This is an optimization exercise on Yosys and OpenROAD, whose aim is small area, not a production implementation.
Only simulation tests tie the RTL to the original design; equivalence was not proved.
The flow treats the clock pin as an ideal source. Dropping or thinning the clock tree relies on that and would not hold on a real chip.
Power and IR drop assume default switching activity.

Design rom_module, start of the top module:
module rom_module(clk, rst, data, enable, sel, selec);
input clk;
input rst;
input [1:0] sel;
input selec;
output [8:0] data;
output enable;
wire tick;
divFreq #(.freq(240), .freq_out(30)) d1(clk, rst, enable, tick);
reg started;
always @(posedge clk)
	if (rst) started <= 1'b0;
	else if (tick) started <= 1'b1;
reg [5:0] aA;
reg [4:0] cA;
wire zA = (cA == 5'd0);
always @(posedge clk) begin
	if (rst) begin
		aA <= 6'd0; cA <= 5'd0;
	end else if (tick) begin
		if (zA) begin
			if (aA == 6'd46) aA <= 6'd0;
			else cA <= 5'd1;
		end else if (cA == 5'd30) begin
			aA <= aA - 6'd16; cA <= 5'd0;
		end else begin
			aA <= aA + 1'b1; cA <= {cA[3:0], ~(cA[4] ^ cA[2])};
		end
	end
end
reg [5:0] aB;
reg [4:0] cB;
wire zB = (cB == 5'd0);
always @(posedge clk) begin
	if (rst) begin
		aB <= 6'd0; cB <= 5'd0;
	end else if (tick) begin
		if (zB) begin
			if (aB == 6'd40) aB <= 6'd0;
			else cB <= 5'd1;
		end else if (cB == 5'd30) begin
			aB <= aB - 6'd16; cB <= 5'd0;
		end else begin
			aB <= aB + 1'b1; cB <= {cB[3:0], ~(cB[4] ^ cB[2])};
		end
	end
end
wire nB = (sel == 2'b01);
wire [5:0] ma = nB ? aB : aA;
wire mz = nB ? zB : zA;
wire m0 = (ma == 6'd0);
reg [8:0] mq;
always @* begin
	case (ma)
		6'd0: mq = 9'h038;
		6'd1: mq = 9'h00E;
		6'd2: mq = 9'h001;
		6'd3: mq = 9'h120;
		6'd4: mq = 9'h120;
		6'd5: mq = 9'h120;
		6'd6: mq = 9'h120;
		6'd7: mq = 9'h120;
		6'd8: mq = 9'h120;
		6'd9: mq = 9'h120;
		6'd10: mq = 9'h120;
		6'd11: mq = 9'h150;
		6'd12: mq = 9'h172;
		6'd13: mq = 9'h169;
		6'd14: mq = 9'h16D;
		6'd15: mq = 9'h165;
		6'd16: mq = 9'h172;
		6'd17: mq = 9'h16F;
		6'd18: mq = 9'h120;
		6'd19: mq = 9'h153;
		6'd20: mq = 9'h165;
		6'd21: mq = 9'h167;
		6'd22: mq = 9'h175;
		6'd23: mq = 9'h16E;
		6'd24: mq = 9'h164;
		6'd25: mq = 9'h16F;
		6'd26: mq = 9'h120;
		6'd27: mq = 9'h154;
		6'd28: mq = 9'h165;
		6'd29: mq = 9'h172;
		6'd30: mq = 9'h163;
		6'd31: mq = 9'h165;
		6'd32: mq = 9'h172;
		6'd33: mq = 9'h16F;
		6'd34: mq = 9'h120;
		6'd35: mq = 9'h123;
		6'd36: mq = 9'h123;
		6'd37: mq = 9'h123;
		6'd38: mq = 9'h123;
		6'd39: mq = nB ? 9'h123 : 9'h120;
		6'd40: mq = 9'h120;
  ...
==> flow/config.mk <==
export PLATFORM = sky130hd
export DESIGN_NAME = rom_module
export DESIGN_NICKNAME = rom_module
export VERILOG_FILES = /design/flow/design.v
export SDC_FILE = /design/flow/constraint.sdc
export NUM_CORES = 4
export LEC_CHECK = 0
export ABC_AREA = 1
export CAP_MARGIN = 20
export CORE_MARGIN = 2
export CORE_UTILIZATION = 40
export CTS_BUF_LIST = sky130_fd_sc_hd__clkbuf_4
export SLEW_MARGIN = 20
==> flow/constraint.sdc <==
create_clock -name core_clock -period 8.0 [get_ports {clk}]
set_input_delay 1.6000 -clock core_clock [delete_from_list [all_inputs] [get_ports {clk}]]
set_output_delay 1.6000 -clock core_clock [all_outputs]
set_load 0.01 [all_outputs]
standard.sh (not shown) runs the stock make flow with config.mk's settings and CLKGATE_MAP_FILE= SYNTH_SCRIPT=/design/flow/synth_recipe.tcl, a recipe that flattens the netlist after the stock synthesis.
==> flow/flow/run.sh <==
#!/bin/bash
# Own layout flow: the standard layout (standard.sh) with three changes:
#  - synthesis maps the logic with a stronger area script for ABC
#    (flow/abc_area.script) in place of ORFS's abc_area.script;
#  - synthesis leaves half/full adders to ABC instead of extracting them
#    into fixed adder cells first;
#  - the port buffers are the smallest buffer, sky130_fd_sc_hd__buf_1.
# Registers, their names and cells come from the standard synthesis; the
# rest of the layout is the standard flow. Each tool's full output is in
# orfs/logs/ and the whole run's output in flow_run.log.
set -euo pipefail
W=$(pwd)
cat > "$W/own_synth.tcl" <<EOT
proc abc {args} {
  set i [lsearch -exact \$args -script]
  if {\$i >= 0} { lset args [expr {\$i + 1}] {$W/flow/abc_area.script} }
  yosys abc {*}\$args
}
proc extract_fa {args} {}
source {$W/synth_recipe.tcl}
EOT
bash "$W/standard.sh" SYNTH_SCRIPT="$W/own_synth.tcl" \
  BUFFER_PORTS_ARGS="-buffer_cell sky130_fd_sc_hd__buf_1" finish > "$W/flow_run.log" 2>&1
==> flow/flow/abc_area.script <==
strash
&get -n
&deepsyn -J 50 -T 120
&dch -f
&nf -p -R 1000 -F 8 -C 32
&put
Change:
--- a/flow/flow/run.sh
+++ b/flow/flow/run.sh
@@ -6,3 +6,4 @@
 #    into fixed adder cells first;
-#  - the port buffers are the smallest buffer, sky130_fd_sc_hd__buf_1.
+#  - the port buffers are the smallest buffer, sky130_fd_sc_hd__buf_1;
+#  - clock tree synthesis adds no dummy loads to balance the tree.
 # Registers, their names and cells come from the standard synthesis; the
@@ -22,2 +23,3 @@
 bash "$W/standard.sh" SYNTH_SCRIPT="$W/own_synth.tcl" \
-  BUFFER_PORTS_ARGS="-buffer_cell sky130_fd_sc_hd__buf_1" finish > "$W/flow_run.log" 2>&1
+  BUFFER_PORTS_ARGS="-buffer_cell sky130_fd_sc_hd__buf_1" \
+  CTS_ARGS="-sink_clustering_enable -repair_clock_nets -dont_use_dummy_load" finish > "$W/flow_run.log" 2>&1
CTS_BUF_LIST = default   (was sky130_fd_sc_hd__clkbuf_4)
Outcome: The changed run ran to the end with no violations; combinational power stays flat; non-clock buffer count stays the same; cell area is about the same; power drops by about 1.8%; register-to-register slack gets better by 30 ps.
Change:
CAP_MARGIN = 0   (was 20)
GPL_TIMING_DRIVEN = 0   (was default)
SLEW_MARGIN = 0   (was 20)
After rerunning: The changed run finished with timing, DRC and antenna clean. Setup slack degrades by 660 ps. Sequential share of layout area climbs by 0.27 points. Clock skew rises by 17 ps. Design area went down by 0.80%.
Change:
--- a/flow/flow/run.sh
+++ b/flow/flow/run.sh
@@ -6,4 +6,3 @@
 #    into fixed adder cells first;
-#  - the port buffers are the smallest buffer, sky130_fd_sc_hd__buf_1;
-#  - clock tree synthesis adds no dummy loads to balance the tree.
+#  - the port buffers are the smallest buffer, sky130_fd_sc_hd__buf_1.
 # Registers, their names and cells come from the standard synthesis; the
@@ -23,3 +22,2 @@
 bash "$W/standard.sh" SYNTH_SCRIPT="$W/own_synth.tcl" \
-  BUFFER_PORTS_ARGS="-buffer_cell sky130_fd_sc_hd__buf_1" \
-  CTS_ARGS="-sink_clustering_enable -repair_clock_nets -dont_use_dummy_load" finish > "$W/flow_run.log" 2>&1
+  BUFFER_PORTS_ARGS="-buffer_cell sky130_fd_sc_hd__buf_1" finish > "$W/flow_run.log" 2>&1
CAP_MARGIN = 20   (was 0)
GPL_TIMING_DRIVEN = default   (was 0)
SLEW_MARGIN = 20   (was 0)
What happened: The new run completed with no timing, DRC or antenna violations. Setup slack gets better by 650 ps. Area after synthesis stays the same. Core utilization increases by 1.2 points. Design area increases by about 2.6%. Global-route usage increases by 0.78 points. Combinational power stays flat. Count of clock-buffer cells in the layout increases by 1. Fmax increases by 10%. Hold slack gets worse by 9.0 ps. Routed wire length increases by about 3.3%.
Change:
--- a/flow/flow/run.sh
+++ b/flow/flow/run.sh
@@ -6,3 +6,4 @@
 #    into fixed adder cells first;
-#  - the port buffers are the smallest buffer, sky130_fd_sc_hd__buf_1.
+#  - the port buffers are the smallest buffer, sky130_fd_sc_hd__buf_1;
+#  - clock tree synthesis adds no dummy loads to balance the tree.
 # Registers, their names and cells come from the standard synthesis; the
@@ -22,2 +23,3 @@
 bash "$W/standard.sh" SYNTH_SCRIPT="$W/own_synth.tcl" \
-  BUFFER_PORTS_ARGS="-buffer_cell sky130_fd_sc_hd__buf_1" finish > "$W/flow_run.log" 2>&1
+  BUFFER_PORTS_ARGS="-buffer_cell sky130_fd_sc_hd__buf_1" \
+  CTS_ARGS="-sink_clustering_enable -repair_clock_nets -dont_use_dummy_load" finish > "$W/flow_run.log" 2>&1
GPL_TIMING_DRIVEN = 0   (was default)
The changed run finished clean.
Critical path depth falls by 1.
Core utilization falls by 1.1 points.
Setup slack got worse by 350 ps.
Power falls by 9.8%.
Synthesized cell count does not change.
First-iteration DRC count falls by 23%.
Non-clock buffer count falls by 3.
Routed wire length falls by 4.4%.
Maximum frequency falls by 5.1%.
Change:
--- a/flow/flow/run.sh
+++ b/flow/flow/run.sh
@@ -24,2 +24,2 @@
   BUFFER_PORTS_ARGS="-buffer_cell sky130_fd_sc_hd__buf_1" \
-  CTS_ARGS="-sink_clustering_enable -repair_clock_nets -dont_use_dummy_load" finish > "$W/flow_run.log" 2>&1
+  CTS_ARGS="-sink_clustering_enable -repair_clock_nets -dont_use_dummy_load -buf_list sky130_fd_sc_hd__clkbuf_4 -sink_clustering_size 10" finish > "$W/flow_run.log" 2>&1
GPL_TIMING_DRIVEN = default   (was 0)
- die area stays the same
- hold slack loses 3.0 ps
- final area is lower by 0.56%
- area after synthesis is unchanged
- routed wire length goes up by 4.5%

========
== run A ==
Another version of the RTL of rom_module (not shown whole).
Size in the first run: about 300 cells after synthesis, ~42 flip-flops, roughly 15 I/O pins.
Settings: LEC_CHECK=0, ABC_AREA=1, CAP_MARGIN=20, CORE_MARGIN=2, CORE_UTILIZATION=40, GPL_TIMING_DRIVEN=0, SLEW_MARGIN=20; clock period 8.0 ns.
==> flow/flow/run.sh <==
#!/bin/bash
# Own layout flow: the standard layout (standard.sh) with these changes:
#  - synthesis maps the logic with a stronger area script for ABC
#    (flow/abc_area.script) in place of ORFS's abc_area.script;
#  - synthesis leaves half/full adders to ABC instead of extracting them
#    into fixed adder cells first;
#  - the port buffers are the smallest buffer, sky130_fd_sc_hd__buf_1;
#  - clock tree synthesis adds no dummy loads to balance the tree, and
#    flow/post_cts.tcl then replaces its two-level tree by one level of
#    three buffers, each driving a third of the flip-flops.
# Registers, their names and cells come from the standard synthesis; the
# rest of the layout is the standard flow. Each tool's full output is in
# orfs/logs/ and the whole run's output in flow_run.log.
set -euo pipefail
W=$(pwd)
cat > "$W/own_synth.tcl" <<EOT
proc abc {args} {
  set i [lsearch -exact \$args -script]
  if {\$i >= 0} { lset args [expr {\$i + 1}] {$W/flow/abc_area.script} }
  yosys abc {*}\$args
}
proc extract_fa {args} {}
source {$W/synth_recipe.tcl}
EOT
bash "$W/standard.sh" SYNTH_SCRIPT="$W/own_synth.tcl" \
  BUFFER_PORTS_ARGS="-buffer_cell sky130_fd_sc_hd__buf_1" \
  CTS_ARGS="-sink_clustering_enable -repair_clock_nets -dont_use_dummy_load" \
  POST_CTS_TCL="$W/flow/post_cts.tcl" FLOW_CLOCK_PORT=clk FLOW_CLOCK_GROUPS=4 \
  FLOW_CLOCK_BUF=sky130_fd_sc_hd__clkbuf_4 finish > "$W/flow_run.log" 2>&1
==> flow/flow/abc_area.script <==
strash
&get -n
&deepsyn -J 50 -T 1000
&put
dch -f
amap -F 4 -A 8 -m
strash
dch -f
amap -F 4 -A 8 -m
==> flow/flow/post_cts.tcl <==
# Runs at the end of the CTS step (ORFS POST_CTS_TCL hook), before the step
# writes its database. The design has only a few dozen flip-flops, so the
# two-level tree TritonCTS builds (a root buffer and four leaf buffers) is
# replaced by one level: the flip-flops are split into FLOW_CLOCK_GROUPS
# equal groups by x position, and each group gets its own clock buffer,
# placed at the group's centre and driven by the clock port. Every
# flip-flop is then one buffer from the clock port, each buffer driving the
# same number of flip-flops.
set block [ord::get_db_block]
set db [ord::get_db]
set clk_net [$block findNet $::env(FLOW_CLOCK_PORT)]
set groups $::env(FLOW_CLOCK_GROUPS)

set sinks {}
foreach inst [$block getInsts] {
  if { ![[$inst getMaster] isSequential] } { continue }
  set it [$inst findITerm CLK]
  if { $it == "NULL" } { continue }
  set box [$inst getBBox]
  lappend sinks [list [expr { ([$box xMin] + [$box xMax]) / 2 }] \
    [expr { ([$box yMin] + [$box yMax]) / 2 }] $it]
}
set sinks [lsort -integer -index 0 $sinks]
set n [llength $sinks]
puts "post_cts: $n clock sinks in $groups groups"

# remove the CTS buffers and their nets
set old_nets {}
foreach inst [$block getInsts] {
  set m [[$inst getMaster] getName]
  if { [string match "clkbuf_*" [$inst getName]] && [string match "sky130_fd_sc_hd__clkbuf_*" $m] } {
    foreach it [$inst getITerms] {
      set net [$it getNet]
      if { $net != "NULL" && [$net getName] != [$clk_net getName] } { lappend old_nets $net }
      $it disconnect
    }
    puts "post_cts: removing [$inst getName] ($m)"
    odb::dbInst_destroy $inst
  }
}
foreach net [lsort -unique $old_nets] {
  foreach it [$net getITerms] { $it disconnect }
  odb::dbNet_destroy $net
}

set master [$db findMaster $::env(FLOW_CLOCK_BUF)]
for { set g 0 } { $g < $groups } { incr g } {
  set lo [expr { ($g * $n) / $groups }]
  set hi [expr { (($g + 1) * $n) / $groups - 1 }]
  set buf [odb::dbInst_create $block $master clkbuf_0_${g}_clk]
  set net [odb::dbNet_create $block clknet_0_${g}_clk]
  $net setSigType CLOCK
  [$buf findITerm A] connect $clk_net
  [$buf findITerm X] connect $net
  set sx 0
  set sy 0
  foreach s [lrange $sinks $lo $hi] {
    lassign $s x y it
    $it disconnect
    $it connect $net
    set sx [expr { $sx + $x }]
    set sy [expr { $sy + $y }]
  }
  set k [expr { $hi - $lo + 1 }]
  $buf setLocation [expr { $sx / $k }] [expr { $sy / $k }]
  $buf setPlacementStatus PLACED
  puts "post_cts: [$buf getName] drives $k flip-flops"
}

detailed_placement
check_placement -verbose
estimate_parasitics -placement
report_clock_skew
report_check_types -max_slew -max_capacitance
Run A: done, clean on timing, DRC and antenna
Changes in run B relative to run A:
-- flow/flow/run.sh --
<<< run A, line 26
  BUFFER_PORTS_ARGS="-buffer_cell sky130_fd_sc_hd__buf_1" \
  CTS_ARGS="-sink_clustering_enable -repair_clock_nets -dont_use_dummy_load" \
  POST_CTS_TCL="$W/flow/post_cts.tcl" FLOW_CLOCK_PORT=clk FLOW_CLOCK_GROUPS=4 \
  FLOW_CLOCK_BUF=sky130_fd_sc_hd__clkbuf_4 finish > "$W/flow_run.log" 2>&1
>>> run B, line 26
  BUFFER_PORTS_ARGS="-buffer_cell sky130_fd_sc_hd__buf_1" \
  CTS_ARGS="-sink_clustering_enable -repair_clock_nets -dont_use_dummy_load" \
  POST_CTS_TCL="$W/flow/post_cts.tcl" FLOW_CLOCK_PORT=clk FLOW_CLOCK_GROUPS=3 \
  FLOW_CLOCK_BUF=sky130_fd_sc_hd__clkbuf_8 finish > "$W/flow_run.log" 2>&1
[summary]
In run B relative to run A, power density relative to cell area had gone up slightly. On maximum clock frequency, run B does worse than run A. Going from run A to run B, the data arrival time of the critical path was found to have gone up by 40 ps. Power in run B vs run A: up 2.2%. Run B has less setup slack than run A.
## Diff of input files: run C against run B
-- flow/flow/run.sh --
<<< run B, line 7
#  - the port buffers are the smallest buffer, sky130_fd_sc_hd__buf_1;
#  - clock tree synthesis adds no dummy loads to balance the tree, and
#    flow/post_cts.tcl then replaces its two-level tree by one level of
#    three buffers, each driving a third of the flip-flops.
# Registers, their names and cells come from the standard synthesis; the
# rest of the layout is the standard flow. Each tool's full output is in
>>> run C, line 7
#  - the port buffers are the smallest buffer, sky130_fd_sc_hd__buf_1;
#  - clock tree synthesis adds no dummy loads to balance the tree, and
#    flow/post_cts.tcl then replaces its small tree by one clock buffer.
# Registers, their names and cells come from the standard synthesis; the
# rest of the layout is the standard flow. Each tool's full output is in
==> flow/flow/abc_area.script <==
strash
&get -n
&deepsyn -J 50 -T 1000
&put
dch -f
amap -F 4 -A 8
Results
Diff run C..run B | total wire length | negligible
Total number of vias, run C and run B: larger value in run B
| setup slack | run C vs run B | 160 ps lower |
The share of the clock period used by the worst path after layout in run C sits 1.9 points above the value recorded for run B.
When the final numbers for run C and run B were put side by side, the average wire per cell in the routed design turned out to be smaller in run C.
Power dissipated by switching net loads for run C is higher than for run B.
Compare run C and run B | critical path depth lower: run C
Taking run B as the reference, in run C number of distinct library cell variants in the gate-level netlist after synthesis went down; arrival time at the worst endpoint saw an increase.
No run of this note takes its clock network from TritonCTS; it comes from the design's own scripts or RTL.

## separate check: timing with driven ports
How much do the figures lean on ideal ports? The routed layouts below were timed once more, with nothing changed but the port constraints. Step 1 sets driving cells, clkbuf_16 on the clock port and buf_2 on the other inputs (assumed; they add their load-dependent delay and slew). Step 2 moves the port delays by t, midway between the first and last clock arrival at a register: inputs arrive t later, outputs are due t later. That takes back most of the time a late clock gives input paths. a / b / c = no drivers / after step 1 / after step 2; a / b = the first two.
run | t (ns) | setup slack, ns | clock arrival spread, ns | worst slew at a driven data input, ns
the first run of note 1 | 0.358 | 1.609 / 1.585 / 1.585 | 0.010 / 0.009 | 0.03
the second run of note 1 | 0.306 | 1.597 / 1.572 / 1.572 | 0.010 / 0.011 | 0.03
the third run of note 1 | 0.314 | 0.936 / 0.916 / 0.916 | 0.028 / 0.028 | 0.03
the fourth run of note 1 | 0.314 | 1.589 / 1.565 / 1.565 | 0.003 / 0.002 | 0.03
the fifth run of note 1 | 0.311 | 1.243 / 1.223 / 1.223 | 0.026 / 0.026 | 0.03
the sixth run of note 1 | 0.357 | 1.590 / 1.565 / 1.565 | 0.019 / 0.019 | 0.03
run A | 0.206 | 0.725 / 0.705 / 0.705 | 0.017 / 0.018 | 0.03
run B | 0.190 | 0.691 / 0.670 / 0.670 | 0.009 / 0.008 | 0.03
run C | 0.186 | 0.536 / 0.516 / 0.516 | 0.007 / 0.007 | 0.03
After both steps setup and hold are still met in every run listed.
